This is an optimization exercise on Yosys and OpenROAD, whose aim is small area, not a production implementation.
Function was checked by simulation only, so behaviour that the tests miss may differ from the original.

==> flow/design.v (outline; a module is shown in full before it is edited, if it fits) <==
// module pipelined_cordic: 652 lines
// module fa1: 4 lines
// module ha1: 4 lines
module pipelined_cordic(
    input Clk, Rst,
    input signed [15:0] x_in, y_in,
    output signed [15:0] magnitude,
    output signed [15:0] angle
);
  // ...
==> flow/flow/run.sh <==
#!/bin/bash
# Standard layout; the port buffers use the smallest buffer cell and the
# clock tree is built without dummy loads.
set -euo pipefail
export BUFFER_PORTS_ARGS="-buffer_cell sky130_fd_sc_hd__buf_1"
export CTS_ARGS="-sink_clustering_enable -repair_clock_nets -sink_clustering_size 11 -sink_clustering_max_diameter 45 -buf_list sky130_fd_sc_hd__clkbuf_4 -dont_use_dummy_load"
bash standard.sh > standard.log 2>&1
==> flow/standard.sh <==
#!/bin/bash
# synth_recipe.tcl (not shown) runs the flow's synth.tcl, then flattens the netlist and writes it again
# the make line also repeats each setting of config.mk as NAME=value (left out here)
make -C /OpenROAD-flow-scripts/flow DESIGN_CONFIG=/design/flow/config.mk WORK_HOME=/design/flow/orfs CLKGATE_MAP_FILE= SYNTH_SCRIPT=/design/flow/synth_recipe.tcl "${@:-finish}"
==> flow/config.mk <==
export PLATFORM = sky130hd
export DESIGN_NAME = pipelined_cordic
export DESIGN_NICKNAME = pipelined_cordic
export VERILOG_FILES = /design/flow/design.v
export SDC_FILE = /design/flow/constraint.sdc
export NUM_CORES = 4
export LEC_CHECK = 0
export CAP_MARGIN = 20
export CORE_MARGIN = 2
export CORE_UTILIZATION = 65
export PLACE_DENSITY = 0.8
export SLEW_MARGIN = 20
export SYNTH_HIERARCHICAL = 1
export SYNTH_MINIMUM_KEEP_SIZE = 0
==> flow/constraint.sdc <==
create_clock -name core_clock -period 4.5 [get_ports {Clk}]
set_input_delay 0.9000 -clock core_clock [delete_from_list [all_inputs] [get_ports {Clk}]]
set_output_delay 0.9000 -clock core_clock [all_outputs]
set_load 0.01 [all_outputs]
==> summary.md, run 1 <==
| Metric | Value |
|---|---|
| Status | `finished clean` |
| Simple-gate share of the synthesized area | `3.423%` |
| Grt met2 use | `34.18%` |
| Commonest cells after routing, fill and taps aside | `dfxtp_1 (509), fa_1 (179), xnor2_1 (168), inv_1 (99), ha_1 (79)` |
| Placed cells | `1855` |
| Footprint of the multi-input gates | `8253 um^2` |
| Area growth, synth to finish | `6.313%` |
| Multi-input combinational area share | `38.90%` |
| Fin. max-slew vios | `0` |
| CP endpoint | `y6[10]` |
| Final setup violation count | `0` |
| Crit path depth | `12` |
| Vias | `9370` |
| H-tree depth | `2` |
| Final Skew | `0.09348 ns` |
| Min Hold Slack | `0.2292 ns` |
| Inverter count | `105` |
| FF-to-FF End | `y6[10]` |
| Setup WS pre-CTS | `-0.09348 ns` |
| Relative slew slack | `47.01%` |
| Clock tree sinks | `552` |
| Worst R2R Path Depth | `12` |
| Commonest cells in the netlist | `dfxtp_1 (516), fa_1 (194), xnor2_1 (172)` |
| Top-count cell post-synth | `dfxtp_1` |
| GRT met1 Usage | `21.41%` |
| Mux cell area share after synthesis | `0.2132%` |
| Bufs and invs on worst path | `0` |
| Largest family of logic cells by synthesized area | `adder cells` |
| Critical path peak fanout | `3` |
| Most used cell, CP | `fa_1` |
| Hold buffer count at CTS | `0` |
| Post-synth cell types | `53` |
==> inputs of run 2 (changes only) <==
--- a/flow/design.v
+++ b/flow/design.v
@@ -23,2 +23,3 @@
 reg [4:0] d5;
+reg pc5;  
 reg [14:0] x6;
@@ -26,2 +27,3 @@
 reg [5:0] d6;
+reg pc6;  
 reg [14:0] x7;
@@ -29,2 +31,3 @@
 reg [6:0] d7;
+reg pc7;  
 reg [14:0] x8;
@@ -32,2 +35,3 @@
 reg [7:0] d8;
+reg pc8;  
 reg [14:0] x9;
@@ -272,32 +276,21 @@
 wire f_168_s, f_168_c; fa1 f_168 (.a(x4[7]), .b(u4[7]), .c(f_167_c), .s(f_168_s), .co(f_168_c));
-wire q_169 = x4[8] ^ f_168_c;
-wire q_170 = x4[9] ^ (f_168_c & x4[8]);
-wire r_171 = x4[8] & x4[9];
-wire q_172 = x4[10] ^ (f_168_c & r_171);
-wire r_173 = r_171 & x4[10];
-wire q_174 = x4[11] ^ (f_168_c & r_173);
-wire r_175 = r_173 & x4[11];
-wire q_176 = x4[12] ^ (f_168_c & r_175);
-wire r_177 = r_175 & x4[12];
-wire q_178 = x4[13] ^ (f_168_c & r_177);
-wire r_179 = r_177 & x4[13];
-wire q_180 = x4[14] ^ (f_168_c & r_179);
-wire [14:0] xn4 = {q_180, q_178, q_176, q_174, q_172, q_170, q_169, f_168_s, f_167_s, f_166_s, f_165_s, f_164_s, f_163_s, f_162_s, f_161_s};
-wire h_181_s, h_181_c; ha1 h_181 (.a(z4[0]), .b(x4[4]), .s(h_181_s), .co(h_181_c));
-wire f_182_s, f_182_c; fa1 f_182 (.a(z4[1]), .b(x4[5]), .c(h_181_c), .s(f_182_s), .co(f_182_c));
-wire f_183_s, f_183_c; fa1 f_183 (.a(z4[2]), .b(x4[6]), .c(f_182_c), .s(f_183_s), .co(f_183_c));
-wire f_184_s, f_184_c; fa1 f_184 (.a(z4[3]), .b(x4[7]), .c(f_183_c), .s(f_184_s), .co(f_184_c));
-wire f_185_s, f_185_c; fa1 f_185 (.a(z4[4]), .b(x4[8]), .c(f_184_c), .s(f_185_s), .co(f_185_c));
-wire f_186_s, f_186_c; fa1 f_186 (.a(z4[5]), .b(x4[9]), .c(f_185_c), .s(f_186_s), .co(f_186_c));
-wire f_187_s, f_187_c; fa1 f_187 (.a(z4[6]), .b(x4[10]), .c(f_186_c), .s(f_187_s), .co(f_187_c));
-wire f_188_s, f_188_c; fa1 f_188 (.a(z4[7]), .b(x4[11]), .c(f_187_c), .s(f_188_s), .co(f_188_c));
-wire f_189_s, f_189_c; fa1 f_189 (.a(z4[8]), .b(x4[12]), .c(f_188_c), .s(f_189_s), .co(f_189_c));
-wire h_190_s, h_190_c; ha1 h_190 (.a(z4[9]), .b(x4[13]), .s(h_190_s), .co(h_190_c));
-wire f_191_s, f_191_c; fa1 f_191 (.a(z4[10]), .b(x4[14]), .c(h_190_c), .s(f_191_s), .co(f_191_c));
-wire x_192 = z4[11] ^ f_191_c;
-wire q_193 = h_190_s ^ f_189_c;
-wire q_194 = f_191_s ^ (f_189_c & h_190_s);
-wire r_195 = h_190_s & f_191_s;
-wire q_196 = x_192 ^ (f_189_c & r_195);
-wire [11:0] yn4 = {q_196, q_194, q_193, f_189_s, f_188_s, f_187_s, f_186_s, f_185_s, f_184_s, f_183_s, f_182_s, h_181_s};
+wire [14:0] xn4 = {x4[14], x4[13], x4[12], x4[11], x4[10], x4[9], x4[8], f_168_s, f_167_s, f_166_s, f_165_s, f_164_s, f_163_s, f_162_s, f_161_s};
+wire pcn4 = f_168_c;
+wire h_169_s, h_169_c; ha1 h_169 (.a(z4[0]), .b(x4[4]), .s(h_169_s), .co(h_169_c));
+wire f_170_s, f_170_c; fa1 f_170 (.a(z4[1]), .b(x4[5]), .c(h_169_c), .s(f_170_s), .co(f_170_c));
+wire f_171_s, f_171_c; fa1 f_171 (.a(z4[2]), .b(x4[6]), .c(f_170_c), .s(f_171_s), .co(f_171_c));
+wire f_172_s, f_172_c; fa1 f_172 (.a(z4[3]), .b(x4[7]), .c(f_171_c), .s(f_172_s), .co(f_172_c));
+wire f_173_s, f_173_c; fa1 f_173 (.a(z4[4]), .b(x4[8]), .c(f_172_c), .s(f_173_s), .co(f_173_c));
+wire f_174_s, f_174_c; fa1 f_174 (.a(z4[5]), .b(x4[9]), .c(f_173_c), .s(f_174_s), .co(f_174_c));
+wire f_175_s, f_175_c; fa1 f_175 (.a(z4[6]), .b(x4[10]), .c(f_174_c), .s(f_175_s), .co(f_175_c));
+wire f_176_s, f_176_c; fa1 f_176 (.a(z4[7]), .b(x4[11]), .c(f_175_c), .s(f_176_s), .co(f_176_c));
+wire f_177_s, f_177_c; fa1 f_177 (.a(z4[8]), .b(x4[12]), .c(f_176_c), .s(f_177_s), .co(f_177_c));
+wire h_178_s, h_178_c; ha1 h_178 (.a(z4[9]), .b(x4[13]), .s(h_178_s), .co(h_178_c));
+wire f_179_s, f_179_c; fa1 f_179 (.a(z4[10]), .b(x4[14]), .c(h_178_c), .s(f_179_s), .co(f_179_c));
+wire x_180 = z4[11] ^ f_179_c;
+wire q_181 = h_178_s ^ f_177_c;
+wire q_182 = f_179_s ^ (f_177_c & h_178_s);
+wire r_183 = h_178_s & f_179_s;
+wire q_184 = x_180 ^ (f_177_c & r_183);
+wire [11:0] yn4 = {q_184, q_182, q_181, f_177_s, f_176_s, f_175_s, f_174_s, f_173_s, f_172_s, f_171_s, f_170_s, h_169_s};
 wire [4:0] dn4 = {ns4, d4};
@@ -306,37 +299,31 @@
 wire [10:0] z5 = y5[10:0] ^ {11{~y5[11]}};
+wire h_185_s, h_185_c; ha1 h_185 (.a(x5[8]), .b(pc5), .s(h_185_s), .co(h_185_c));
+wire h_186_s, h_186_c; ha1 h_186 (.a(x5[9]), .b(h_185_c), .s(h_186_s), .co(h_186_c));
+wire h_187_s, h_187_c; ha1 h_187 (.a(x5[10]), .b(h_186_c), .s(h_187_s), .co(h_187_c));
+wire h_188_s, h_188_c; ha1 h_188 (.a(x5[11]), .b(h_187_c), .s(h_188_s), .co(h_188_c));
+wire h_189_s, h_189_c; ha1 h_189 (.a(x5[12]), .b(h_188_c), .s(h_189_s), .co(h_189_c));
+wire h_190_s, h_190_c; ha1 h_190 (.a(x5[13]), .b(h_189_c), .s(h_190_s), .co(h_190_c));
+wire x_191 = x5[14] ^ h_190_c;
+wire [14:0] xt5 = {x_191, h_190_s, h_189_s, h_188_s, h_187_s, h_186_s, h_185_s, x5[7], x5[6], x5[5], x5[4], x5[3], x5[2], x5[1], x5[0]};
 wire [5:0] u5 = ~z5[10:5];
-wire f_197_s, f_197_c; fa1 f_197 (.a(x5[0]), .b(u5[0]), .c(s5), .s(f_197_s), .co(f_197_c));
-wire f_198_s, f_198_c; fa1 f_198 (.a(x5[1]), .b(u5[1]), .c(f_197_c), .s(f_198_s), .co(f_198_c));
-wire f_199_s, f_199_c; fa1 f_199 (.a(x5[2]), .b(u5[2]), .c(f_198_c), .s(f_199_s), .co(f_199_c));
-wire f_200_s, f_200_c; fa1 f_200 (.a(x5[3]), .b(u5[3]), .c(f_199_c), .s(f_200_s), .co(f_200_c));
-wire f_201_s, f_201_c; fa1 f_201 (.a(x5[4]), .b(u5[4]), .c(f_200_c), .s(f_201_s), .co(f_201_c));
-wire f_202_s, f_202_c; fa1 f_202 (.a(x5[5]), .b(u5[5]), .c(f_201_c), .s(f_202_s), .co(f_202_c));
-wire h_203_s, h_203_c; ha1 h_203 (.a(x5[6]), .b(f_202_c), .s(h_203_s), .co(h_203_c));
-wire q_204 = x5[7] ^ h_203_c;
-wire q_205 = x5[8] ^ (h_203_c & x5[7]);
-wire r_206 = x5[7] & x5[8];
-wire q_207 = x5[9] ^ (h_203_c & r_206);
-wire r_208 = r_206 & x5[9];
-wire q_209 = x5[10] ^ (h_203_c & r_208);
-wire r_210 = r_208 & x5[10];
-wire q_211 = x5[11] ^ (h_203_c & r_210);
-wire r_212 = r_210 & x5[11];
-wire q_213 = x5[12] ^ (h_203_c & r_212);
-wire r_214 = r_212 & x5[12];
-wire q_215 = x5[13] ^ (h_203_c & r_214);
-wire r_216 = r_214 & x5[13];
-wire q_217 = x5[14] ^ (h_203_c & r_216);
-wire [14:0] xn5 = {q_217, q_215, q_213, q_211, q_209, q_207, q_205, q_204, h_203_s, f_202_s, f_201_s, f_200_s, f_199_s, f_198_s, f_197_s};
-wire h_218_s, h_218_c; ha1 h_218 (.a(z5[0]), .b(x5[5]), .s(h_218_s), .co(h_218_c));
-wire f_219_s, f_219_c; fa1 f_219 (.a(z5[1]), .b(x5[6]), .c(h_218_c), .s(f_219_s), .co(f_219_c));
-wire f_220_s, f_220_c; fa1 f_220 (.a(z5[2]), .b(x5[7]), .c(f_219_c), .s(f_220_s), .co(f_220_c));
-wire f_221_s, f_221_c; fa1 f_221 (.a(z5[3]), .b(x5[8]), .c(f_220_c), .s(f_221_s), .co(f_221_c));
-wire f_222_s, f_222_c; fa1 f_222 (.a(z5[4]), .b(x5[9]), .c(f_221_c), .s(f_222_s), .co(f_222_c));
-wire f_223_s, f_223_c; fa1 f_223 (.a(z5[5]), .b(x5[10]), .c(f_222_c), .s(f_223_s), .co(f_223_c));
-wire f_224_s, f_224_c; fa1 f_224 (.a(z5[6]), .b(x5[11]), .c(f_223_c), .s(f_224_s), .co(f_224_c));
-wire f_225_s, f_225_c; fa1 f_225 (.a(z5[7]), .b(x5[12]), .c(f_224_c), .s(f_225_s), .co(f_225_c));
-wire f_226_s, f_226_c; fa1 f_226 (.a(z5[8]), .b(x5[13]), .c(f_225_c), .s(f_226_s), .co(f_226_c));
-wire f_227_s, f_227_c; fa1 f_227 (.a(z5[9]), .b(x5[14]), .c(f_226_c), .s(f_227_s), .co(f_227_c));
-wire x_228 = z5[10] ^ f_227_c;
-wire [10:0] yn5 = {x_228, f_227_s, f_226_s, f_225_s, f_224_s, f_223_s, f_222_s, f_221_s, f_220_s, f_219_s, h_218_s};
+wire f_192_s, f_192_c; fa1 f_192 (.a(x5[0]), .b(u5[0]), .c(s5), .s(f_192_s), .co(f_192_c));
+wire f_193_s, f_193_c; fa1 f_193 (.a(x5[1]), .b(u5[1]), .c(f_192_c), .s(f_193_s), .co(f_193_c));
+wire f_194_s, f_194_c; fa1 f_194 (.a(x5[2]), .b(u5[2]), .c(f_193_c), .s(f_194_s), .co(f_194_c));
+wire f_195_s, f_195_c; fa1 f_195 (.a(x5[3]), .b(u5[3]), .c(f_194_c), .s(f_195_s), .co(f_195_c));
+wire f_196_s, f_196_c; fa1 f_196 (.a(x5[4]), .b(u5[4]), .c(f_195_c), .s(f_196_s), .co(f_196_c));
+wire f_197_s, f_197_c; fa1 f_197 (.a(x5[5]), .b(u5[5]), .c(f_196_c), .s(f_197_s), .co(f_197_c));
+wire [14:0] xn5 = {xt5[14], xt5[13], xt5[12], xt5[11], xt5[10], xt5[9], xt5[8], xt5[7], xt5[6], f_197_s, f_196_s, f_195_s, f_194_s, f_193_s, f_192_s};
+wire pcn5 = f_197_c;
+wire h_198_s, h_198_c; ha1 h_198 (.a(z5[0]), .b(xt5[5]), .s(h_198_s), .co(h_198_c));
+wire f_199_s, f_199_c; fa1 f_199 (.a(z5[1]), .b(xt5[6]), .c(h_198_c), .s(f_199_s), .co(f_199_c));
+wire f_200_s, f_200_c; fa1 f_200 (.a(z5[2]), .b(xt5[7]), .c(f_199_c), .s(f_200_s), .co(f_200_c));
+wire f_201_s, f_201_c; fa1 f_201 (.a(z5[3]), .b(xt5[8]), .c(f_200_c), .s(f_201_s), .co(f_201_c));
+wire f_202_s, f_202_c; fa1 f_202 (.a(z5[4]), .b(xt5[9]), .c(f_201_c), .s(f_202_s), .co(f_202_c));
+wire f_203_s, f_203_c; fa1 f_203 (.a(z5[5]), .b(xt5[10]), .c(f_202_c), .s(f_203_s), .co(f_203_c));
+wire f_204_s, f_204_c; fa1 f_204 (.a(z5[6]), .b(xt5[11]), .c(f_203_c), .s(f_204_s), .co(f_204_c));
+wire f_205_s, f_205_c; fa1 f_205 (.a(z5[7]), .b(xt5[12]), .c(f_204_c), .s(f_205_s), .co(f_205_c));
+wire f_206_s, f_206_c; fa1 f_206 (.a(z5[8]), .b(xt5[13]), .c(f_205_c), .s(f_206_s), .co(f_206_c));
+wire f_207_s, f_207_c; fa1 f_207 (.a(z5[9]), .b(xt5[14]), .c(f_206_c), .s(f_207_s), .co(f_207_c));
+wire x_208 = z5[10] ^ f_207_c;
+wire [10:0] yn5 = {x_208, f_207_s, f_206_s, f_205_s, f_204_s, f_203_s, f_202_s, f_201_s, f_200_s, f_199_s, h_198_s};
 wire [5:0] dn5 = {ns5, d5};
@@ -345,35 +332,30 @@
 wire [9:0] z6 = y6[9:0] ^ {10{~y6[10]}};
+wire h_209_s, h_209_c; ha1 h_209 (.a(x6[6]), .b(pc6), .s(h_209_s), .co(h_209_c));
+wire h_210_s, h_210_c; ha1 h_210 (.a(x6[7]), .b(h_209_c), .s(h_210_s), .co(h_210_c));
+wire h_211_s, h_211_c; ha1 h_211 (.a(x6[8]), .b(h_210_c), .s(h_211_s), .co(h_211_c));
+wire h_212_s, h_212_c; ha1 h_212 (.a(x6[9]), .b(h_211_c), .s(h_212_s), .co(h_212_c));
+wire h_213_s, h_213_c; ha1 h_213 (.a(x6[10]), .b(h_212_c), .s(h_213_s), .co(h_213_c));
+wire h_214_s, h_214_c; ha1 h_214 (.a(x6[11]), .b(h_213_c), .s(h_214_s), .co(h_214_c));
+wire h_215_s, h_215_c; ha1 h_215 (.a(x6[12]), .b(h_214_c), .s(h_215_s), .co(h_215_c));
+wire h_216_s, h_216_c; ha1 h_216 (.a(x6[13]), .b(h_215_c), .s(h_216_s), .co(h_216_c));
+wire x_217 = x6[14] ^ h_216_c;
+wire [14:0] xt6 = {x_217, h_216_s, h_215_s, h_214_s, h_213_s, h_212_s, h_211_s, h_210_s, h_209_s, x6[5], x6[4], x6[3], x6[2], x6[1], x6[0]};
 wire [3:0] u6 = ~z6[9:6];
-wire f_229_s, f_229_c; fa1 f_229 (.a(x6[0]), .b(u6[0]), .c(s6), .s(f_229_s), .co(f_229_c));
-wire f_230_s, f_230_c; fa1 f_230 (.a(x6[1]), .b(u6[1]), .c(f_229_c), .s(f_230_s), .co(f_230_c));
-wire f_231_s, f_231_c; fa1 f_231 (.a(x6[2]), .b(u6[2]), .c(f_230_c), .s(f_231_s), .co(f_231_c));
-wire f_232_s, f_232_c; fa1 f_232 (.a(x6[3]), .b(u6[3]), .c(f_231_c), .s(f_232_s), .co(f_232_c));
-wire h_233_s, h_233_c; ha1 h_233 (.a(x6[4]), .b(f_232_c), .s(h_233_s), .co(h_233_c));
-wire h_234_s, h_234_c; ha1 h_234 (.a(x6[5]), .b(h_233_c), .s(h_234_s), .co(h_234_c));
-wire h_235_s, h_235_c; ha1 h_235 (.a(x6[6]), .b(h_234_c), .s(h_235_s), .co(h_235_c));
-wire h_236_s, h_236_c; ha1 h_236 (.a(x6[7]), .b(h_235_c), .s(h_236_s), .co(h_236_c));
-wire q_237 = x6[8] ^ h_236_c;
-wire q_238 = x6[9] ^ (h_236_c & x6[8]);
-wire r_239 = x6[8] & x6[9];
-wire q_240 = x6[10] ^ (h_236_c & r_239);
-wire r_241 = r_239 & x6[10];
-wire q_242 = x6[11] ^ (h_236_c & r_241);
-wire r_243 = r_241 & x6[11];
-wire q_244 = x6[12] ^ (h_236_c & r_243);
-wire r_245 = r_243 & x6[12];
-wire q_246 = x6[13] ^ (h_236_c & r_245);
-wire r_247 = r_245 & x6[13];
-wire q_248 = x6[14] ^ (h_236_c & r_247);
-wire [14:0] xn6 = {q_248, q_246, q_244, q_242, q_240, q_238, q_237, h_236_s, h_235_s, h_234_s, h_233_s, f_232_s, f_231_s, f_230_s, f_229_s};
-wire h_249_s, h_249_c; ha1 h_249 (.a(z6[0]), .b(x6[6]), .s(h_249_s), .co(h_249_c));
-wire f_250_s, f_250_c; fa1 f_250 (.a(z6[1]), .b(x6[7]), .c(h_249_c), .s(f_250_s), .co(f_250_c));
-wire f_251_s, f_251_c; fa1 f_251 (.a(z6[2]), .b(x6[8]), .c(f_250_c), .s(f_251_s), .co(f_251_c));
-wire f_252_s, f_252_c; fa1 f_252 (.a(z6[3]), .b(x6[9]), .c(f_251_c), .s(f_252_s), .co(f_252_c));
-wire f_253_s, f_253_c; fa1 f_253 (.a(z6[4]), .b(x6[10]), .c(f_252_c), .s(f_253_s), .co(f_253_c));
-wire f_254_s, f_254_c; fa1 f_254 (.a(z6[5]), .b(x6[11]), .c(f_253_c), .s(f_254_s), .co(f_254_c));
-wire f_255_s, f_255_c; fa1 f_255 (.a(z6[6]), .b(x6[12]), .c(f_254_c), .s(f_255_s), .co(f_255_c));
-wire f_256_s, f_256_c; fa1 f_256 (.a(z6[7]), .b(x6[13]), .c(f_255_c), .s(f_256_s), .co(f_256_c));
-wire f_257_s, f_257_c; fa1 f_257 (.a(z6[8]), .b(x6[14]), .c(f_256_c), .s(f_257_s), .co(f_257_c));
-wire x_258 = z6[9] ^ f_257_c;
-wire [9:0] yn6 = {x_258, f_257_s, f_256_s, f_255_s, f_254_s, f_253_s, f_252_s, f_251_s, f_250_s, h_249_s};
+wire f_218_s, f_218_c; fa1 f_218 (.a(x6[0]), .b(u6[0]), .c(s6), .s(f_218_s), .co(f_218_c));
+wire f_219_s, f_219_c; fa1 f_219 (.a(x6[1]), .b(u6[1]), .c(f_218_c), .s(f_219_s), .co(f_219_c));
+wire f_220_s, f_220_c; fa1 f_220 (.a(x6[2]), .b(u6[2]), .c(f_219_c), .s(f_220_s), .co(f_220_c));
+wire f_221_s, f_221_c; fa1 f_221 (.a(x6[3]), .b(u6[3]), .c(f_220_c), .s(f_221_s), .co(f_221_c));
+wire [14:0] xn6 = {xt6[14], xt6[13], xt6[12], xt6[11], xt6[10], xt6[9], xt6[8], xt6[7], xt6[6], xt6[5], xt6[4], f_221_s, f_220_s, f_219_s, f_218_s};
+wire pcn6 = f_221_c;
+wire h_222_s, h_222_c; ha1 h_222 (.a(z6[0]), .b(xt6[6]), .s(h_222_s), .co(h_222_c));
+wire f_223_s, f_223_c; fa1 f_223 (.a(z6[1]), .b(xt6[7]), .c(h_222_c), .s(f_223_s), .co(f_223_c));
+wire f_224_s, f_224_c; fa1 f_224 (.a(z6[2]), .b(xt6[8]), .c(f_223_c), .s(f_224_s), .co(f_224_c));
+wire f_225_s, f_225_c; fa1 f_225 (.a(z6[3]), .b(xt6[9]), .c(f_224_c), .s(f_225_s), .co(f_225_c));
+wire f_226_s, f_226_c; fa1 f_226 (.a(z6[4]), .b(xt6[10]), .c(f_225_c), .s(f_226_s), .co(f_226_c));
+wire f_227_s, f_227_c; fa1 f_227 (.a(z6[5]), .b(xt6[11]), .c(f_226_c), .s(f_227_s), .co(f_227_c));
+wire f_228_s, f_228_c; fa1 f_228 (.a(z6[6]), .b(xt6[12]), .c(f_227_c), .s(f_228_s), .co(f_228_c));
+wire f_229_s, f_229_c; fa1 f_229 (.a(z6[7]), .b(xt6[13]), .c(f_228_c), .s(f_229_s), .co(f_229_c));
+wire f_230_s, f_230_c; fa1 f_230 (.a(z6[8]), .b(xt6[14]), .c(f_229_c), .s(f_230_s), .co(f_230_c));
+wire x_231 = z6[9] ^ f_230_c;
+wire [9:0] yn6 = {x_231, f_230_s, f_229_s, f_228_s, f_227_s, f_226_s, f_225_s, f_224_s, f_223_s, h_222_s};
 wire [6:0] dn6 = {ns6, d6};
@@ -382,33 +364,29 @@
 wire [8:0] z7 = y7[8:0] ^ {9{~y7[9]}};
+wire h_232_s, h_232_c; ha1 h_232 (.a(x7[4]), .b(pc7), .s(h_232_s), .co(h_232_c));
+wire h_233_s, h_233_c; ha1 h_233 (.a(x7[5]), .b(h_232_c), .s(h_233_s), .co(h_233_c));
+wire h_234_s, h_234_c; ha1 h_234 (.a(x7[6]), .b(h_233_c), .s(h_234_s), .co(h_234_c));
+wire h_235_s, h_235_c; ha1 h_235 (.a(x7[7]), .b(h_234_c), .s(h_235_s), .co(h_235_c));
+wire h_236_s, h_236_c; ha1 h_236 (.a(x7[8]), .b(h_235_c), .s(h_236_s), .co(h_236_c));
+wire h_237_s, h_237_c; ha1 h_237 (.a(x7[9]), .b(h_236_c), .s(h_237_s), .co(h_237_c));
+wire h_238_s, h_238_c; ha1 h_238 (.a(x7[10]), .b(h_237_c), .s(h_238_s), .co(h_238_c));
+wire h_239_s, h_239_c; ha1 h_239 (.a(x7[11]), .b(h_238_c), .s(h_239_s), .co(h_239_c));
+wire h_240_s, h_240_c; ha1 h_240 (.a(x7[12]), .b(h_239_c), .s(h_240_s), .co(h_240_c));
+wire h_241_s, h_241_c; ha1 h_241 (.a(x7[13]), .b(h_240_c), .s(h_241_s), .co(h_241_c));
+wire x_242 = x7[14] ^ h_241_c;
+wire [14:0] xt7 = {x_242, h_241_s, h_240_s, h_239_s, h_238_s, h_237_s, h_236_s, h_235_s, h_234_s, h_233_s, h_232_s, x7[3], x7[2], x7[1], x7[0]};
 wire [1:0] u7 = ~z7[8:7];
-wire f_259_s, f_259_c; fa1 f_259 (.a(x7[0]), .b(u7[0]), .c(s7), .s(f_259_s), .co(f_259_c));
-wire f_260_s, f_260_c; fa1 f_260 (.a(x7[1]), .b(u7[1]), .c(f_259_c), .s(f_260_s), .co(f_260_c));
-wire h_261_s, h_261_c; ha1 h_261 (.a(x7[2]), .b(f_260_c), .s(h_261_s), .co(h_261_c));
-wire h_262_s, h_262_c; ha1 h_262 (.a(x7[3]), .b(h_261_c), .s(h_262_s), .co(h_262_c));
-wire h_263_s, h_263_c; ha1 h_263 (.a(x7[4]), .b(h_262_c), .s(h_263_s), .co(h_263_c));
-wire h_264_s, h_264_c; ha1 h_264 (.a(x7[5]), .b(h_263_c), .s(h_264_s), .co(h_264_c));
-wire h_265_s, h_265_c; ha1 h_265 (.a(x7[6]), .b(h_264_c), .s(h_265_s), .co(h_265_c));
-wire h_266_s, h_266_c; ha1 h_266 (.a(x7[7]), .b(h_265_c), .s(h_266_s), .co(h_266_c));
-wire h_267_s, h_267_c; ha1 h_267 (.a(x7[8]), .b(h_266_c), .s(h_267_s), .co(h_267_c));
-wire q_268 = x7[9] ^ h_267_c;
-wire q_269 = x7[10] ^ (h_267_c & x7[9]);
-wire r_270 = x7[9] & x7[10];
-wire q_271 = x7[11] ^ (h_267_c & r_270);
-wire r_272 = r_270 & x7[11];
-wire q_273 = x7[12] ^ (h_267_c & r_272);
-wire r_274 = r_272 & x7[12];
-wire q_275 = x7[13] ^ (h_267_c & r_274);
-wire r_276 = r_274 & x7[13];
-wire q_277 = x7[14] ^ (h_267_c & r_276);
-wire [14:0] xn7 = {q_277, q_275, q_273, q_271, q_269, q_268, h_267_s, h_266_s, h_265_s, h_264_s, h_263_s, h_262_s, h_261_s, f_260_s, f_259_s};
-wire h_278_s, h_278_c; ha1 h_278 (.a(z7[0]), .b(x7[7]), .s(h_278_s), .co(h_278_c));
-wire f_279_s, f_279_c; fa1 f_279 (.a(z7[1]), .b(x7[8]), .c(h_278_c), .s(f_279_s), .co(f_279_c));
-wire f_280_s, f_280_c; fa1 f_280 (.a(z7[2]), .b(x7[9]), .c(f_279_c), .s(f_280_s), .co(f_280_c));
-wire f_281_s, f_281_c; fa1 f_281 (.a(z7[3]), .b(x7[10]), .c(f_280_c), .s(f_281_s), .co(f_281_c));
-wire f_282_s, f_282_c; fa1 f_282 (.a(z7[4]), .b(x7[11]), .c(f_281_c), .s(f_282_s), .co(f_282_c));
-wire f_283_s, f_283_c; fa1 f_283 (.a(z7[5]), .b(x7[12]), .c(f_282_c), .s(f_283_s), .co(f_283_c));
-wire f_284_s, f_284_c; fa1 f_284 (.a(z7[6]), .b(x7[13]), .c(f_283_c), .s(f_284_s), .co(f_284_c));
-wire f_285_s, f_285_c; fa1 f_285 (.a(z7[7]), .b(x7[14]), .c(f_284_c), .s(f_285_s), .co(f_285_c));
-wire x_286 = z7[8] ^ f_285_c;
-wire [8:0] yn7 = {x_286, f_285_s, f_284_s, f_283_s, f_282_s, f_281_s, f_280_s, f_279_s, h_278_s};
+wire f_243_s, f_243_c; fa1 f_243 (.a(x7[0]), .b(u7[0]), .c(s7), .s(f_243_s), .co(f_243_c));
+wire f_244_s, f_244_c; fa1 f_244 (.a(x7[1]), .b(u7[1]), .c(f_243_c), .s(f_244_s), .co(f_244_c));
+wire [14:0] xn7 = {xt7[14], xt7[13], xt7[12], xt7[11], xt7[10], xt7[9], xt7[8], xt7[7], xt7[6], xt7[5], xt7[4], xt7[3], xt7[2], f_244_s, f_243_s};
+wire pcn7 = f_244_c;
+wire h_245_s, h_245_c; ha1 h_245 (.a(z7[0]), .b(xt7[7]), .s(h_245_s), .co(h_245_c));
+wire f_246_s, f_246_c; fa1 f_246 (.a(z7[1]), .b(xt7[8]), .c(h_245_c), .s(f_246_s), .co(f_246_c));
+wire f_247_s, f_247_c; fa1 f_247 (.a(z7[2]), .b(xt7[9]), .c(f_246_c), .s(f_247_s), .co(f_247_c));
+wire f_248_s, f_248_c; fa1 f_248 (.a(z7[3]), .b(xt7[10]), .c(f_247_c), .s(f_248_s), .co(f_248_c));
+wire f_249_s, f_249_c; fa1 f_249 (.a(z7[4]), .b(xt7[11]), .c(f_248_c), .s(f_249_s), .co(f_249_c));
+wire f_250_s, f_250_c; fa1 f_250 (.a(z7[5]), .b(xt7[12]), .c(f_249_c), .s(f_250_s), .co(f_250_c));
+wire f_251_s, f_251_c; fa1 f_251 (.a(z7[6]), .b(xt7[13]), .c(f_250_c), .s(f_251_s), .co(f_251_c));
+wire f_252_s, f_252_c; fa1 f_252 (.a(z7[7]), .b(xt7[14]), .c(f_251_c), .s(f_252_s), .co(f_252_c));
+wire x_253 = z7[8] ^ f_252_c;
+wire [8:0] yn7 = {x_253, f_252_s, f_251_s, f_250_s, f_249_s, f_248_s, f_247_s, f_246_s, h_245_s};
 wire [7:0] dn7 = {ns7, d7};
@@ -417,27 +395,28 @@
 wire [7:0] z8 = y8[7:0] ^ {8{~y8[8]}};
-wire h_287_s, h_287_c; ha1 h_287 (.a(x8[0]), .b(s8), .s(h_287_s), .co(h_287_c));
-wire h_288_s, h_288_c; ha1 h_288 (.a(x8[1]), .b(h_287_c), .s(h_288_s), .co(h_288_c));
-wire h_289_s, h_289_c; ha1 h_289 (.a(x8[2]), .b(h_288_c), .s(h_289_s), .co(h_289_c));
-wire h_290_s, h_290_c; ha1 h_290 (.a(x8[3]), .b(h_289_c), .s(h_290_s), .co(h_290_c));
-wire h_291_s, h_291_c; ha1 h_291 (.a(x8[4]), .b(h_290_c), .s(h_291_s), .co(h_291_c));
-wire h_292_s, h_292_c; ha1 h_292 (.a(x8[5]), .b(h_291_c), .s(h_292_s), .co(h_292_c));
-wire h_293_s, h_293_c; ha1 h_293 (.a(x8[6]), .b(h_292_c), .s(h_293_s), .co(h_293_c));
-wire h_294_s, h_294_c; ha1 h_294 (.a(x8[7]), .b(h_293_c), .s(h_294_s), .co(h_294_c));
-wire h_295_s, h_295_c; ha1 h_295 (.a(x8[8]), .b(h_294_c), .s(h_295_s), .co(h_295_c));
-wire h_296_s, h_296_c; ha1 h_296 (.a(x8[9]), .b(h_295_c), .s(h_296_s), .co(h_296_c));
-wire h_297_s, h_297_c; ha1 h_297 (.a(x8[10]), .b(h_296_c), .s(h_297_s), .co(h_297_c));
-wire h_298_s, h_298_c; ha1 h_298 (.a(x8[11]), .b(h_297_c), .s(h_298_s), .co(h_298_c));
-wire h_299_s, h_299_c; ha1 h_299 (.a(x8[12]), .b(h_298_c), .s(h_299_s), .co(h_299_c));
-wire h_300_s, h_300_c; ha1 h_300 (.a(x8[13]), .b(h_299_c), .s(h_300_s), .co(h_300_c));
-wire x_301 = x8[14] ^ h_300_c;
-wire [14:0] xn8 = {x_301, h_300_s, h_299_s, h_298_s, h_297_s, h_296_s, h_295_s, h_294_s, h_293_s, h_292_s, h_291_s, h_290_s, h_289_s, h_288_s, h_287_s};
-wire h_302_s, h_302_c; ha1 h_302 (.a(z8[0]), .b(x8[8]), .s(h_302_s), .co(h_302_c));
-wire f_303_s, f_303_c; fa1 f_303 (.a(z8[1]), .b(x8[9]), .c(h_302_c), .s(f_303_s), .co(f_303_c));
-wire f_304_s, f_304_c; fa1 f_304 (.a(z8[2]), .b(x8[10]), .c(f_303_c), .s(f_304_s), .co(f_304_c));
-wire f_305_s, f_305_c; fa1 f_305 (.a(z8[3]), .b(x8[11]), .c(f_304_c), .s(f_305_s), .co(f_305_c));
-wire f_306_s, f_306_c; fa1 f_306 (.a(z8[4]), .b(x8[12]), .c(f_305_c), .s(f_306_s), .co(f_306_c));
-wire f_307_s, f_307_c; fa1 f_307 (.a(z8[5]), .b(x8[13]), .c(f_306_c), .s(f_307_s), .co(f_307_c));
-wire f_308_s, f_308_c; fa1 f_308 (.a(z8[6]), .b(x8[14]), .c(f_307_c), .s(f_308_s), .co(f_308_c));
-wire x_309 = z8[7] ^ f_308_c;
-wire [7:0] yn8 = {x_309, f_308_s, f_307_s, f_306_s, f_305_s, f_304_s, f_303_s, h_302_s};
+wire cyp8 = pc8 & (&x8[7:2]);
+wire h_254_s, h_254_c; ha1 h_254 (.a(x8[0]), .b(s8), .s(h_254_s), .co(h_254_c));
+wire h_255_s, h_255_c; ha1 h_255 (.a(x8[1]), .b(h_254_c), .s(h_255_s), .co(h_255_c));
+wire f_256_s, f_256_c; fa1 f_256 (.a(x8[2]), .b(pc8), .c(h_255_c), .s(f_256_s), .co(f_256_c));
+wire h_257_s, h_257_c; ha1 h_257 (.a(x8[3]), .b(f_256_c), .s(h_257_s), .co(h_257_c));
+wire h_258_s, h_258_c; ha1 h_258 (.a(x8[4]), .b(h_257_c), .s(h_258_s), .co(h_258_c));
+wire h_259_s, h_259_c; ha1 h_259 (.a(x8[5]), .b(h_258_c), .s(h_259_s), .co(h_259_c));
+wire h_260_s, h_260_c; ha1 h_260 (.a(x8[6]), .b(h_259_c), .s(h_260_s), .co(h_260_c));
+wire h_261_s, h_261_c; ha1 h_261 (.a(x8[7]), .b(h_260_c), .s(h_261_s), .co(h_261_c));
+wire h_262_s, h_262_c; ha1 h_262 (.a(x8[8]), .b(h_261_c), .s(h_262_s), .co(h_262_c));
+wire h_263_s, h_263_c; ha1 h_263 (.a(x8[9]), .b(h_262_c), .s(h_263_s), .co(h_263_c));
+wire h_264_s, h_264_c; ha1 h_264 (.a(x8[10]), .b(h_263_c), .s(h_264_s), .co(h_264_c));
+wire h_265_s, h_265_c; ha1 h_265 (.a(x8[11]), .b(h_264_c), .s(h_265_s), .co(h_265_c));
+wire h_266_s, h_266_c; ha1 h_266 (.a(x8[12]), .b(h_265_c), .s(h_266_s), .co(h_266_c));
+wire h_267_s, h_267_c; ha1 h_267 (.a(x8[13]), .b(h_266_c), .s(h_267_s), .co(h_267_c));
+wire x_268 = x8[14] ^ h_267_c;
+wire [14:0] xn8 = {x_268, h_267_s, h_266_s, h_265_s, h_264_s, h_263_s, h_262_s, h_261_s, h_260_s, h_259_s, h_258_s, h_257_s, f_256_s, h_255_s, h_254_s};
+wire f_269_s, f_269_c; fa1 f_269 (.a(z8[0]), .b(x8[8]), .c(cyp8), .s(f_269_s), .co(f_269_c));
+wire f_270_s, f_270_c; fa1 f_270 (.a(z8[1]), .b(x8[9]), .c(f_269_c), .s(f_270_s), .co(f_270_c));
+wire f_271_s, f_271_c; fa1 f_271 (.a(z8[2]), .b(x8[10]), .c(f_270_c), .s(f_271_s), .co(f_271_c));
+wire f_272_s, f_272_c; fa1 f_272 (.a(z8[3]), .b(x8[11]), .c(f_271_c), .s(f_272_s), .co(f_272_c));
+wire f_273_s, f_273_c; fa1 f_273 (.a(z8[4]), .b(x8[12]), .c(f_272_c), .s(f_273_s), .co(f_273_c));
+wire f_274_s, f_274_c; fa1 f_274 (.a(z8[5]), .b(x8[13]), .c(f_273_c), .s(f_274_s), .co(f_274_c));
+wire f_275_s, f_275_c; fa1 f_275 (.a(z8[6]), .b(x8[14]), .c(f_274_c), .s(f_275_s), .co(f_275_c));
+wire x_276 = z8[7] ^ f_275_c;
+wire [7:0] yn8 = {x_276, f_275_s, f_274_s, f_273_s, f_272_s, f_271_s, f_270_s, f_269_s};
 wire [8:0] dn8 = {ns8, d8};
@@ -447,10 +426,10 @@
 wire [14:0] xn9 = x9;
-wire h_310_s, h_310_c; ha1 h_310 (.a(z9[0]), .b(x9[9]), .s(h_310_s), .co(h_310_c));
-wire f_311_s, f_311_c; fa1 f_311 (.a(z9[1]), .b(x9[10]), .c(h_310_c), .s(f_311_s), .co(f_311_c));
-wire f_312_s, f_312_c; fa1 f_312 (.a(z9[2]), .b(x9[11]), .c(f_311_c), .s(f_312_s), .co(f_312_c));
-wire f_313_s, f_313_c; fa1 f_313 (.a(z9[3]), .b(x9[12]), .c(f_312_c), .s(f_313_s), .co(f_313_c));
-wire f_314_s, f_314_c; fa1 f_314 (.a(z9[4]), .b(x9[13]), .c(f_313_c), .s(f_314_s), .co(f_314_c));
-wire f_315_s, f_315_c; fa1 f_315 (.a(z9[5]), .b(x9[14]), .c(f_314_c), .s(f_315_s), .co(f_315_c));
-wire x_316 = z9[6] ^ f_315_c;
-wire [6:0] yn9 = {x_316, f_315_s, f_314_s, f_313_s, f_312_s, f_311_s, h_310_s};
+wire h_277_s, h_277_c; ha1 h_277 (.a(z9[0]), .b(x9[9]), .s(h_277_s), .co(h_277_c));
+wire f_278_s, f_278_c; fa1 f_278 (.a(z9[1]), .b(x9[10]), .c(h_277_c), .s(f_278_s), .co(f_278_c));
+wire f_279_s, f_279_c; fa1 f_279 (.a(z9[2]), .b(x9[11]), .c(f_278_c), .s(f_279_s), .co(f_279_c));
+wire f_280_s, f_280_c; fa1 f_280 (.a(z9[3]), .b(x9[12]), .c(f_279_c), .s(f_280_s), .co(f_280_c));
+wire f_281_s, f_281_c; fa1 f_281 (.a(z9[4]), .b(x9[13]), .c(f_280_c), .s(f_281_s), .co(f_281_c));
+wire f_282_s, f_282_c; fa1 f_282 (.a(z9[5]), .b(x9[14]), .c(f_281_c), .s(f_282_s), .co(f_282_c));
+wire x_283 = z9[6] ^ f_282_c;
+wire [6:0] yn9 = {x_283, f_282_s, f_281_s, f_280_s, f_279_s, f_278_s, h_277_s};
 wire [9:0] dn9 = {ns9, d9};
@@ -463,9 +442,9 @@
 wire cy10 = (&x10[9:3]) & t10[3];
-wire f_317_s, f_317_c; fa1 f_317 (.a(z10[0]), .b(x10[10]), .c(cy10), .s(f_317_s), .co(f_317_c));
-wire f_318_s, f_318_c; fa1 f_318 (.a(z10[1]), .b(x10[11]), .c(f_317_c), .s(f_318_s), .co(f_318_c));
-wire f_319_s, f_319_c; fa1 f_319 (.a(z10[2]), .b(x10[12]), .c(f_318_c), .s(f_319_s), .co(f_319_c));
-wire f_320_s, f_320_c; fa1 f_320 (.a(z10[3]), .b(x10[13]), .c(f_319_c), .s(f_320_s), .co(f_320_c));
-wire f_321_s, f_321_c; fa1 f_321 (.a(z10[4]), .b(x10[14]), .c(f_320_c), .s(f_321_s), .co(f_321_c));
-wire x_322 = z10[5] ^ f_321_c;
-wire [5:0] yn10 = {x_322, f_321_s, f_320_s, f_319_s, f_318_s, f_317_s};
+wire f_284_s, f_284_c; fa1 f_284 (.a(z10[0]), .b(x10[10]), .c(cy10), .s(f_284_s), .co(f_284_c));
+wire f_285_s, f_285_c; fa1 f_285 (.a(z10[1]), .b(x10[11]), .c(f_284_c), .s(f_285_s), .co(f_285_c));
+wire f_286_s, f_286_c; fa1 f_286 (.a(z10[2]), .b(x10[12]), .c(f_285_c), .s(f_286_s), .co(f_286_c));
+wire f_287_s, f_287_c; fa1 f_287 (.a(z10[3]), .b(x10[13]), .c(f_286_c), .s(f_287_s), .co(f_287_c));
+wire f_288_s, f_288_c; fa1 f_288 (.a(z10[4]), .b(x10[14]), .c(f_287_c), .s(f_288_s), .co(f_288_c));
+wire x_289 = z10[5] ^ f_288_c;
+wire [5:0] yn10 = {x_289, f_288_s, f_287_s, f_286_s, f_285_s, f_284_s};
 wire [10:0] dn10 = {ns10, d10};
@@ -478,9 +457,9 @@
 wire cy11 = (&x11[10:3]) & t11[3];
-wire f_323_s, f_323_c; fa1 f_323 (.a(z11[0]), .b(x11[11]), .c(cy11), .s(f_323_s), .co(f_323_c));
-wire f_324_s, f_324_c; fa1 f_324 (.a(z11[1]), .b(x11[12]), .c(f_323_c), .s(f_324_s), .co(f_324_c));
-wire f_325_s, f_325_c; fa1 f_325 (.a(z11[2]), .b(x11[13]), .c(f_324_c), .s(f_325_s), .co(f_325_c));
-wire f_326_s, f_326_c; fa1 f_326 (.a(z11[3]), .b(x11[14]), .c(f_325_c), .s(f_326_s), .co(f_326_c));
-wire h_327_s, h_327_c; ha1 h_327 (.a(z11[4]), .b(f_326_c), .s(h_327_s), .co(h_327_c));
-wire o_328_s = ~h_327_c;
-wire [5:0] yn11 = {o_328_s, h_327_s, f_326_s, f_325_s, f_324_s, f_323_s};
+wire f_290_s, f_290_c; fa1 f_290 (.a(z11[0]), .b(x11[11]), .c(cy11), .s(f_290_s), .co(f_290_c));
+wire f_291_s, f_291_c; fa1 f_291 (.a(z11[1]), .b(x11[12]), .c(f_290_c), .s(f_291_s), .co(f_291_c));
+wire f_292_s, f_292_c; fa1 f_292 (.a(z11[2]), .b(x11[13]), .c(f_291_c), .s(f_292_s), .co(f_292_c));
+wire f_293_s, f_293_c; fa1 f_293 (.a(z11[3]), .b(x11[14]), .c(f_292_c), .s(f_293_s), .co(f_293_c));
+wire h_294_s, h_294_c; ha1 h_294 (.a(z11[4]), .b(f_293_c), .s(h_294_s), .co(h_294_c));
+wire o_295_s = ~h_294_c;
+wire [5:0] yn11 = {o_295_s, h_294_s, f_293_s, f_292_s, f_291_s, f_290_s};
 wire [11:0] dn11 = {ns11, d11};
@@ -493,8 +472,8 @@
 wire cy12 = (&x12[11:3]) & t12[3];
-wire f_329_s, f_329_c; fa1 f_329 (.a(z12[0]), .b(x12[12]), .c(cy12), .s(f_329_s), .co(f_329_c));
-wire f_330_s, f_330_c; fa1 f_330 (.a(z12[1]), .b(x12[13]), .c(f_329_c), .s(f_330_s), .co(f_330_c));
-wire f_331_s, f_331_c; fa1 f_331 (.a(z12[2]), .b(x12[14]), .c(f_330_c), .s(f_331_s), .co(f_331_c));
-wire h_332_s, h_332_c; ha1 h_332 (.a(z12[3]), .b(f_331_c), .s(h_332_s), .co(h_332_c));
-wire x_333 = z12[4] ^ h_332_c;
-wire [4:0] yn12 = {x_333, h_332_s, f_331_s, f_330_s, f_329_s};
+wire f_296_s, f_296_c; fa1 f_296 (.a(z12[0]), .b(x12[12]), .c(cy12), .s(f_296_s), .co(f_296_c));
+wire f_297_s, f_297_c; fa1 f_297 (.a(z12[1]), .b(x12[13]), .c(f_296_c), .s(f_297_s), .co(f_297_c));
+wire f_298_s, f_298_c; fa1 f_298 (.a(z12[2]), .b(x12[14]), .c(f_297_c), .s(f_298_s), .co(f_298_c));
+wire h_299_s, h_299_c; ha1 h_299 (.a(z12[3]), .b(f_298_c), .s(h_299_s), .co(h_299_c));
+wire x_300 = z12[4] ^ h_299_c;
+wire [4:0] yn12 = {x_300, h_299_s, f_298_s, f_297_s, f_296_s};
 wire [12:0] dn12 = {ns12, d12};
@@ -507,8 +486,8 @@
 wire cy13 = (&x13[12:3]) & t13[3];
-wire f_334_s, f_334_c; fa1 f_334 (.a(z13[0]), .b(x13[13]), .c(cy13), .s(f_334_s), .co(f_334_c));
-wire f_335_s, f_335_c; fa1 f_335 (.a(z13[1]), .b(x13[14]), .c(f_334_c), .s(f_335_s), .co(f_335_c));
-wire h_336_s, h_336_c; ha1 h_336 (.a(z13[2]), .b(f_335_c), .s(h_336_s), .co(h_336_c));
-wire h_337_s, h_337_c; ha1 h_337 (.a(z13[3]), .b(h_336_c), .s(h_337_s), .co(h_337_c));
-wire o_338_s = ~h_337_c;
-wire [4:0] yn13 = {o_338_s, h_337_s, h_336_s, f_335_s, f_334_s};
+wire f_301_s, f_301_c; fa1 f_301 (.a(z13[0]), .b(x13[13]), .c(cy13), .s(f_301_s), .co(f_301_c));
+wire f_302_s, f_302_c; fa1 f_302 (.a(z13[1]), .b(x13[14]), .c(f_301_c), .s(f_302_s), .co(f_302_c));
+wire h_303_s, h_303_c; ha1 h_303 (.a(z13[2]), .b(f_302_c), .s(h_303_s), .co(h_303_c));
+wire h_304_s, h_304_c; ha1 h_304 (.a(z13[3]), .b(h_303_c), .s(h_304_s), .co(h_304_c));
+wire o_305_s = ~h_304_c;
+wire [4:0] yn13 = {o_305_s, h_304_s, h_303_s, f_302_s, f_301_s};
 wire [13:0] dn13 = {ns13, d13};
@@ -522,8 +501,8 @@
 wire cy14 = (&x14[13:3]) & (d14[13] ? t14[3] : tp14[3]);
-wire f_339_s, f_339_c; fa1 f_339 (.a(z14[0]), .b(x14[14]), .c(cy14), .s(f_339_s), .co(f_339_c));
-wire h_340_s, h_340_c; ha1 h_340 (.a(z14[1]), .b(f_339_c), .s(h_340_s), .co(h_340_c));
-wire h_341_s, h_341_c; ha1 h_341 (.a(z14[2]), .b(h_340_c), .s(h_341_s), .co(h_341_c));
-wire h_342_s, h_342_c; ha1 h_342 (.a(z14[3]), .b(h_341_c), .s(h_342_s), .co(h_342_c));
-wire o_343_s = ~h_342_c;
-wire [4:0] yn14 = {o_343_s, h_342_s, h_341_s, h_340_s, f_339_s};
+wire f_306_s, f_306_c; fa1 f_306 (.a(z14[0]), .b(x14[14]), .c(cy14), .s(f_306_s), .co(f_306_c));
+wire h_307_s, h_307_c; ha1 h_307 (.a(z14[1]), .b(f_306_c), .s(h_307_s), .co(h_307_c));
+wire h_308_s, h_308_c; ha1 h_308 (.a(z14[2]), .b(h_307_c), .s(h_308_s), .co(h_308_c));
+wire h_309_s, h_309_c; ha1 h_309 (.a(z14[3]), .b(h_308_c), .s(h_309_s), .co(h_309_c));
+wire o_310_s = ~h_309_c;
+wire [4:0] yn14 = {o_310_s, h_309_s, h_308_s, h_307_s, f_306_s};
 wire [14:0] dn14 = {ns14, d14};
@@ -534,6 +513,6 @@
     x4 <= xn3; y4 <= yn3; d4 <= dn3;
-    x5 <= xn4; y5 <= yn4; d5 <= dn4;
-    x6 <= xn5; y6 <= yn5; d6 <= dn5;
-    x7 <= xn6; y7 <= yn6; d7 <= dn6;
-    x8 <= xn7; y8 <= yn7; d8 <= dn7;
+    x5 <= xn4; y5 <= yn4; d5 <= dn4; pc5 <= pcn4;
+    x6 <= xn5; y6 <= yn5; d6 <= dn5; pc6 <= pcn5;
+    x7 <= xn6; y7 <= yn6; d7 <= dn6; pc7 <= pcn6;
+    x8 <= xn7; y8 <= yn7; d8 <= dn7; pc8 <= pcn7;
     x9 <= xn8; y9 <= yn8; d9 <= dn8;
@@ -564,55 +543,55 @@
 wire [3:0] cf = {3'd0,s15} + {3'd0,~d15[9]} + {3'd0,~d15[10]} + {3'd0,~d15[11]} + {3'd0,~d15[12]} + {3'd0,~d15[13]} + {3'd0,~d15[14]};
-wire h_344_s, h_344_c; ha1 h_344 (.a(x15[0]), .b(cf[0]), .s(h_344_s), .co(h_344_c));
-wire f_345_s, f_345_c; fa1 f_345 (.a(x15[1]), .b(cf[1]), .c(h_344_c), .s(f_345_s), .co(f_345_c));
-wire f_346_s, f_346_c; fa1 f_346 (.a(x15[2]), .b(cf[2]), .c(f_345_c), .s(f_346_s), .co(f_346_c));
-wire f_347_s, f_347_c; fa1 f_347 (.a(x15[3]), .b(cf[3]), .c(f_346_c), .s(f_347_s), .co(f_347_c));
-wire h_348_s, h_348_c; ha1 h_348 (.a(x15[4]), .b(f_347_c), .s(h_348_s), .co(h_348_c));
-wire h_349_s, h_349_c; ha1 h_349 (.a(x15[5]), .b(h_348_c), .s(h_349_s), .co(h_349_c));
-wire q_350 = x15[6] ^ h_349_c;
-wire q_351 = x15[7] ^ (h_349_c & x15[6]);
-wire r_352 = x15[6] & x15[7];
-wire q_353 = x15[8] ^ (h_349_c & r_352);
-wire r_354 = r_352 & x15[8];
-wire q_355 = x15[9] ^ (h_349_c & r_354);
-wire r_356 = r_354 & x15[9];
-wire q_357 = x15[10] ^ (h_349_c & r_356);
-wire r_358 = r_356 & x15[10];
-wire q_359 = x15[11] ^ (h_349_c & r_358);
-wire r_360 = r_358 & x15[11];
-wire q_361 = x15[12] ^ (h_349_c & r_360);
-wire r_362 = r_360 & x15[12];
-wire q_363 = x15[13] ^ (h_349_c & r_362);
-wire r_364 = r_362 & x15[13];
-wire q_365 = x15[14] ^ (h_349_c & r_364);
-wire [14:0] mag_c = {q_365, q_363, q_361, q_359, q_357, q_355, q_353, q_351, q_350, h_349_s, h_348_s, f_347_s, f_346_s, f_345_s, h_344_s};
-wire h_366_s, h_366_c; ha1 h_366 (.a(tr[1]), .b(d15[14]), .s(h_366_s), .co(h_366_c));
-wire f_367_s, f_367_c; fa1 f_367 (.a(tr[2]), .b(d15[13]), .c(h_366_c), .s(f_367_s), .co(f_367_c));
-wire f_368_s, f_368_c; fa1 f_368 (.a(tr[3]), .b(d15[12]), .c(f_367_c), .s(f_368_s), .co(f_368_c));
-wire f_369_s, f_369_c; fa1 f_369 (.a(tr[4]), .b(d15[11]), .c(f_368_c), .s(f_369_s), .co(f_369_c));
-wire f_370_s, f_370_c; fa1 f_370 (.a(tr[5]), .b(d15[10]), .c(f_369_c), .s(f_370_s), .co(f_370_c));
-wire f_371_s, f_371_c; fa1 f_371 (.a(tr[6]), .b(d15[9]), .c(f_370_c), .s(f_371_s), .co(f_371_c));
-wire f_372_s, f_372_c; fa1 f_372 (.a(tr[7]), .b(d15[8]), .c(f_371_c), .s(f_372_s), .co(f_372_c));
-wire h_373_s, h_373_c; ha1 h_373 (.a(tr[8]), .b(d15[7]), .s(h_373_s), .co(h_373_c));
-wire f_374_s, f_374_c; fa1 f_374 (.a(tr[9]), .b(d15[6]), .c(h_373_c), .s(f_374_s), .co(f_374_c));
-wire f_375_s, f_375_c; fa1 f_375 (.a(tr[10]), .b(d15[5]), .c(f_374_c), .s(f_375_s), .co(f_375_c));
-wire h_376_s, h_376_c; ha1 h_376 (.a(tr[11]), .b(f_375_c), .s(h_376_s), .co(h_376_c));
-wire h_377_s, h_377_c; ha1 h_377 (.a(tr[12]), .b(h_376_c), .s(h_377_s), .co(h_377_c));
-wire h_378_s, h_378_c; ha1 h_378 (.a(tr[13]), .b(h_377_c), .s(h_378_s), .co(h_378_c));
-wire h_379_s, h_379_c; ha1 h_379 (.a(tr[14]), .b(h_378_c), .s(h_379_s), .co(h_379_c));
-wire x_380 = tr[15] ^ h_379_c;
-wire q_381 = h_373_s ^ f_372_c;
-wire q_382 = f_374_s ^ (f_372_c & h_373_s);
-wire r_383 = h_373_s & f_374_s;
-wire q_384 = f_375_s ^ (f_372_c & r_383);
-wire r_385 = r_383 & f_375_s;
-wire q_386 = h_376_s ^ (f_372_c & r_385);
-wire r_387 = r_385 & h_376_s;
-wire q_388 = h_377_s ^ (f_372_c & r_387);
-wire r_389 = r_387 & h_377_s;
-wire q_390 = h_378_s ^ (f_372_c & r_389);
-wire r_391 = r_389 & h_378_s;
-wire q_392 = h_379_s ^ (f_372_c & r_391);
-wire r_393 = r_391 & h_379_s;
-wire q_394 = x_380 ^ (f_372_c & r_393);
-wire [15:0] ang_c = {q_394, q_392, q_390, q_388, q_386, q_384, q_382, q_381, f_372_s, f_371_s, f_370_s, f_369_s, f_368_s, f_367_s, h_366_s, tr[0]};
+wire h_311_s, h_311_c; ha1 h_311 (.a(x15[0]), .b(cf[0]), .s(h_311_s), .co(h_311_c));
+wire f_312_s, f_312_c; fa1 f_312 (.a(x15[1]), .b(cf[1]), .c(h_311_c), .s(f_312_s), .co(f_312_c));
+wire f_313_s, f_313_c; fa1 f_313 (.a(x15[2]), .b(cf[2]), .c(f_312_c), .s(f_313_s), .co(f_313_c));
+wire f_314_s, f_314_c; fa1 f_314 (.a(x15[3]), .b(cf[3]), .c(f_313_c), .s(f_314_s), .co(f_314_c));
+wire h_315_s, h_315_c; ha1 h_315 (.a(x15[4]), .b(f_314_c), .s(h_315_s), .co(h_315_c));
+wire h_316_s, h_316_c; ha1 h_316 (.a(x15[5]), .b(h_315_c), .s(h_316_s), .co(h_316_c));
+wire q_317 = x15[6] ^ h_316_c;
+wire q_318 = x15[7] ^ (h_316_c & x15[6]);
+wire r_319 = x15[6] & x15[7];
+wire q_320 = x15[8] ^ (h_316_c & r_319);
+wire r_321 = r_319 & x15[8];
+wire q_322 = x15[9] ^ (h_316_c & r_321);
+wire r_323 = r_321 & x15[9];
+wire q_324 = x15[10] ^ (h_316_c & r_323);
+wire r_325 = r_323 & x15[10];
+wire q_326 = x15[11] ^ (h_316_c & r_325);
+wire r_327 = r_325 & x15[11];
+wire q_328 = x15[12] ^ (h_316_c & r_327);
+wire r_329 = r_327 & x15[12];
+wire q_330 = x15[13] ^ (h_316_c & r_329);
+wire r_331 = r_329 & x15[13];
+wire q_332 = x15[14] ^ (h_316_c & r_331);
+wire [14:0] mag_c = {q_332, q_330, q_328, q_326, q_324, q_322, q_320, q_318, q_317, h_316_s, h_315_s, f_314_s, f_313_s, f_312_s, h_311_s};
+wire h_333_s, h_333_c; ha1 h_333 (.a(tr[1]), .b(d15[14]), .s(h_333_s), .co(h_333_c));
+wire f_334_s, f_334_c; fa1 f_334 (.a(tr[2]), .b(d15[13]), .c(h_333_c), .s(f_334_s), .co(f_334_c));
+wire f_335_s, f_335_c; fa1 f_335 (.a(tr[3]), .b(d15[12]), .c(f_334_c), .s(f_335_s), .co(f_335_c));
+wire f_336_s, f_336_c; fa1 f_336 (.a(tr[4]), .b(d15[11]), .c(f_335_c), .s(f_336_s), .co(f_336_c));
+wire f_337_s, f_337_c; fa1 f_337 (.a(tr[5]), .b(d15[10]), .c(f_336_c), .s(f_337_s), .co(f_337_c));
+wire f_338_s, f_338_c; fa1 f_338 (.a(tr[6]), .b(d15[9]), .c(f_337_c), .s(f_338_s), .co(f_338_c));
+wire f_339_s, f_339_c; fa1 f_339 (.a(tr[7]), .b(d15[8]), .c(f_338_c), .s(f_339_s), .co(f_339_c));
+wire h_340_s, h_340_c; ha1 h_340 (.a(tr[8]), .b(d15[7]), .s(h_340_s), .co(h_340_c));
+wire f_341_s, f_341_c; fa1 f_341 (.a(tr[9]), .b(d15[6]), .c(h_340_c), .s(f_341_s), .co(f_341_c));
+wire f_342_s, f_342_c; fa1 f_342 (.a(tr[10]), .b(d15[5]), .c(f_341_c), .s(f_342_s), .co(f_342_c));
+wire h_343_s, h_343_c; ha1 h_343 (.a(tr[11]), .b(f_342_c), .s(h_343_s), .co(h_343_c));
+wire h_344_s, h_344_c; ha1 h_344 (.a(tr[12]), .b(h_343_c), .s(h_344_s), .co(h_344_c));
+wire h_345_s, h_345_c; ha1 h_345 (.a(tr[13]), .b(h_344_c), .s(h_345_s), .co(h_345_c));
+wire h_346_s, h_346_c; ha1 h_346 (.a(tr[14]), .b(h_345_c), .s(h_346_s), .co(h_346_c));
+wire x_347 = tr[15] ^ h_346_c;
+wire q_348 = h_340_s ^ f_339_c;
+wire q_349 = f_341_s ^ (f_339_c & h_340_s);
+wire r_350 = h_340_s & f_341_s;
+wire q_351 = f_342_s ^ (f_339_c & r_350);
+wire r_352 = r_350 & f_342_s;
+wire q_353 = h_343_s ^ (f_339_c & r_352);
+wire r_354 = r_352 & h_343_s;
+wire q_355 = h_344_s ^ (f_339_c & r_354);
+wire r_356 = r_354 & h_344_s;
+wire q_357 = h_345_s ^ (f_339_c & r_356);
+wire r_358 = r_356 & h_345_s;
+wire q_359 = h_346_s ^ (f_339_c & r_358);
+wire r_360 = r_358 & h_346_s;
+wire q_361 = x_347 ^ (f_339_c & r_360);
+wire [15:0] ang_c = {q_361, q_359, q_357, q_355, q_353, q_351, q_349, q_348, f_339_s, f_338_s, f_337_s, f_336_s, f_335_s, f_334_s, h_333_s, tr[0]};
 reg [4:0] cnt;
--- a/flow/config.mk
+++ b/flow/config.mk
@@ -9,4 +9,4 @@
 export CORE_MARGIN = 2
-export CORE_UTILIZATION = 65
-export PLACE_DENSITY = 0.8
+export CORE_UTILIZATION = 55
+export PLACE_DENSITY = 0.7
 export SLEW_MARGIN = 20
==> run 2 against run 1 <==
Compared with the run above:
- via count down 2.9%
- first-iteration DRC count is 35% lower
- critical endpoint is now mag_r[14]
- area after synthesis shrank 0.49%
- still clean
- worst setup slack better by 0.032 ns
- highest routed layer unchanged
- flip-flop and latch count up 4
- critical path depth rose by 5
- critical path type unchanged
==> summary.md, run 2 <==
| Metric | Value |
|---|---|
| Fin. max-slew vios | `0 (unchanged)` |
| Fill count | `2808 (was 2120)` |
| GRT Total Usage | `15.06% (was 18.31%)` |
| TritonCTS buffer count | `58 (was 57)` |
| H-tree depth | `2 (unchanged)` |
| # rows | `69 (was 64)` |
| Worst EP required | `5.16 ns (was 5.02 ns)` |
| Drt total wl | `25690 um (was 26750 um)` |
| Clock Tree Buf Depth | `3 (unchanged)` |
| Residual DRC count | `0 (unchanged)` |
| Critical path peak fanout | `6 (was 3)` |
| Initial core utilization | `55.83% (was 65.58%)` |
| IO Port Bufs | `63 (unchanged)` |
| Final Non-Filler Cells | `1953 (was 1914)` |
| Post-synth cell types | `47 (was 53)` |
| CTS tree | `built (unchanged)` |
| Cells after synthesis | `1382 (was 1412)` |
| Initial drt markers | `220 (was 337)` |
| Clock slew at reported path FFs | `0.11 ns (about the same)` |
| Final Skew | `0.08420 ns (was 0.09348 ns)` |
| Routability cong. | `0.9061 (was 0.9230)` |
| Die area | `37640 um^2 (was 32120 um^2)` |
| Placed cells | `1892 (was 1855)` |
| Fmax | `231.6 MHz (was 229.9 MHz)` |
| DIE WIDTH | `194.0 um (was 179.2 um)` |
| Relative slew slack | `54.10% (was 47.01%)` |
| Share of cells above drive strength 1 | `7.243% (was 8.108%)` |
| Worst skew pair latency | `0.79 ns (was 0.72 ns)` |
| Area growth, synth to finish | `6.716% (was 6.313%)` |
| Footprint of the multi-input gates | `8056 um^2 (was 8253 um^2)` |
| Period utilization | `95.94% (was 96.66%)` |
| Commonest cells in the netlist | `dfxtp_1 (520), fa_1 (196), xnor2_1 (154) (was dfxtp_1 (516), fa_1 (194), xnor2_1 (172))` |
| R2r setup slk | `0.18 ns (was 0.15 ns)` |
| Number of synthesized flops with an enable pin | `0 (unchanged)` |
| Commonest cells after routing, fill and taps aside | `dfxtp_1 (515), fa_1 (185), xnor2_1 (150), inv_1 (102), ha_1 (86) (was dfxtp_1 (509), fa_1 (179), xnor2_1 (168), inv_1 (99), ha_1 (79))` |
| Worst R2R Path Depth | `17 (was 12)` |
| Ranking of synthesized cells by area | `dfxtp_1 (52%), fa_1 (20%), xnor2_1 (6.8%), ha_1 (5.5%), dfrtp_1 (4.5%) (was dfxtp_1 (52%), fa_1 (19%), xnor2_1 (7.5%), ha_1 (5.1%), dfrtp_1 (4.5%))` |
| Mean post-synth cell area | `14.37 um^2 (was 14.13 um^2)` |
| Final setup violation count | `0 (unchanged)` |
| Post-DP HPWL | `19860 um (was 20670 um)` |
| Max Cap Violations | `0 (unchanged)` |
| CP arrival | `4.98 ns (was 4.87 ns)` |
| Yosys reg bits | `556 (was 552)` |
| FF-to-FF End | `mag_r[14] (was y6[10])` |
| Num ports | `66 (unchanged)` |
| Worst Setup End Kind | `flop (unchanged)` |
| Initial antenna violation count | `1 (unchanged)` |
| Min Clock Period, post-route | `4.317 ns (was 4.350 ns)` |
| WS Path Type | `flop to flop (unchanged)` |
| Die Ht | `194.0 um (was 179.2 um)` |
| Status | `finished clean (unchanged)` |
| Global route overflow | `0 (unchanged)` |
| Largest net degree at the start of global routing | `37 (unchanged)` |
| CP startpoint kind | `flop (unchanged)` |
| Top-count cell post-synth | `dfxtp_1 (unchanged)` |
| R2R Path Start | `s15 (was y5[11])` |
| Global-route wire length before repair | `45890 um (was 46530 um)` |
| Synth warn | `7 (unchanged)` |
| Sequential share of the synthesized area | `56.96% (was 56.28%)` |
| Clock tree sinks | `556 (was 552)` |
| Total core area | `35570 um^2 (was 30430 um^2)` |
| DR vias/cell | `4.661 (was 4.896)` |
| Vias | `9102 (was 9370)` |
| Final hold vios | `0 (unchanged)` |
==> run 2: cell families after synthesis <==
| kind of cell | Yosys count | synth area share (%) |
|---|---|---|
| AND/OR/NAND/NOR | 121 | 3.119 |
| multiplexers | 2 | 0.1071 |
| adder cells (fa/ha/maj) | 283 | 25.24 |
| buffers and inverters | 139 | 2.810 |
| AO/OA/AOI/OAI | 55 | 1.758 |
| other | 1 | 0.01888 |
| flip-flops | 556 | 56.96 |
| XOR/XNOR | 225 | 9.992 |
==> run 2: per-module statistics from Yosys (local to each module, per instance) <==
| module | area [um^2] | times used | cells inside |
|---|---|---|---|
| fa1 | 20.02 | 188 | 1 |
| pipelined_cordic | 15180 | 1 | 1121 |
| ha1 | 12.51 | 73 | 1 |
==> run 2: how the worst max path moves through the flow <==
stage,from,end,slack [ns]
5_1_grt,y2[14],x3[13],-0.005
3_3_place_gp,d15[9],mag_r[13],0.07
3_5_place_dp,y2[14],x3[14],0.03
4_1_cts,y3[13],x4[14],0.02
2_1_floorplan,y4[12],y5[10],0.001
6_report,s15,mag_r[14],0.18
==> run 2: metal layers <==
metal / global-route usage, % / vias up / share of wire [%]
li1: - / 4501 / -
met3: 2.853 / 54 / 3.7
met4: 6.173 / 0 / 2.8
met5: 0 / - / 0
met2: 27.23 / 133 / 52
met1: 17.55 / 4414 / 41
==> run 2: cell type report <==
cell class	instances	share of cell area [%]
inverter	102	1.807
sequential	556	53.42
timing repair buffer	87	1.966
antenna	1	0.01181
clock buffer	58	2.055
multi-input combinational	688	38.02
tap	461	2.722
==> run 2: timing repair <==
action / in CTS / in global routing
hold endpoints to repair: 0 / 0
buffers inserted: 0 / 2
hold buffers: 0 / 0
resized for setup: 4 / 21
setup endpoints to repair: 4 / 19
pin swaps: 1 / 2
==> run 2: per-stage QoR <==
step	cell area [um^2]	worst slack (ns)	hold WS [ns]	TNS, ns	utilization, %
floorplan	19870	0.001394	0.3096	0	-
global placement	20670	0.07406	0.3101	0	58.10
detailed placement	20670	0.03217	0.3121	0	58.10
CTS	21120	0.01899	0.07137	0	59.37
global route	21190	-0.004892	0.1015	-0.01009	59.58
finish	21190	0.1828	0.1418	0	59.58
==> run 2: critical path: stages (launching register included) <==
cell	delay (ns)
dfxtp_1	0.33
inv_1	0.05
fa_1	0.50
inv_1	0.05
fa_1	0.51
fa_1	0.16
inv_1	0.05
fa_1	0.47
inv_1	0.05
fa_1	0.41
fa_2	0.36
fa_1	0.37
ha_1	0.19
ha_1	0.21
and4_4	0.18
nand4_1	0.10
xor2_1	0.16
nor2_1	0.06

==> what the ideal ports hide <==
In the flow no input, the clock included, has a driving cell. The finished layouts below were timed again as built, in two steps.
Step 1, drivers: a clkbuf_16 drives Clk and a buf_2 each remaining input, both assumed.
Step 2, shift: input delay + t, output delay - t, t = (earliest + latest rising clock arrival at the registers) / 2. This alone moves slack from input paths to output paths.
Three values: ideal ports, drivers, drivers and shift; two values: the first two.
run | t (ns) | slack for setup (ns) | hold WS [ns] | worst data-port slew with drivers (ns) | cell pins on the clock port's net
run 1 | 0.714 | 0.150 / 0.150 / 0.150 | 0.229 / 0.209 / 0.275 | 0.03 | 1
run 2 | 0.793 | 0.183 / 0.183 / 0.183 | 0.142 / 0.120 / 0.284 | 0.03 | 1
After both steps setup and hold are still met in every run listed.
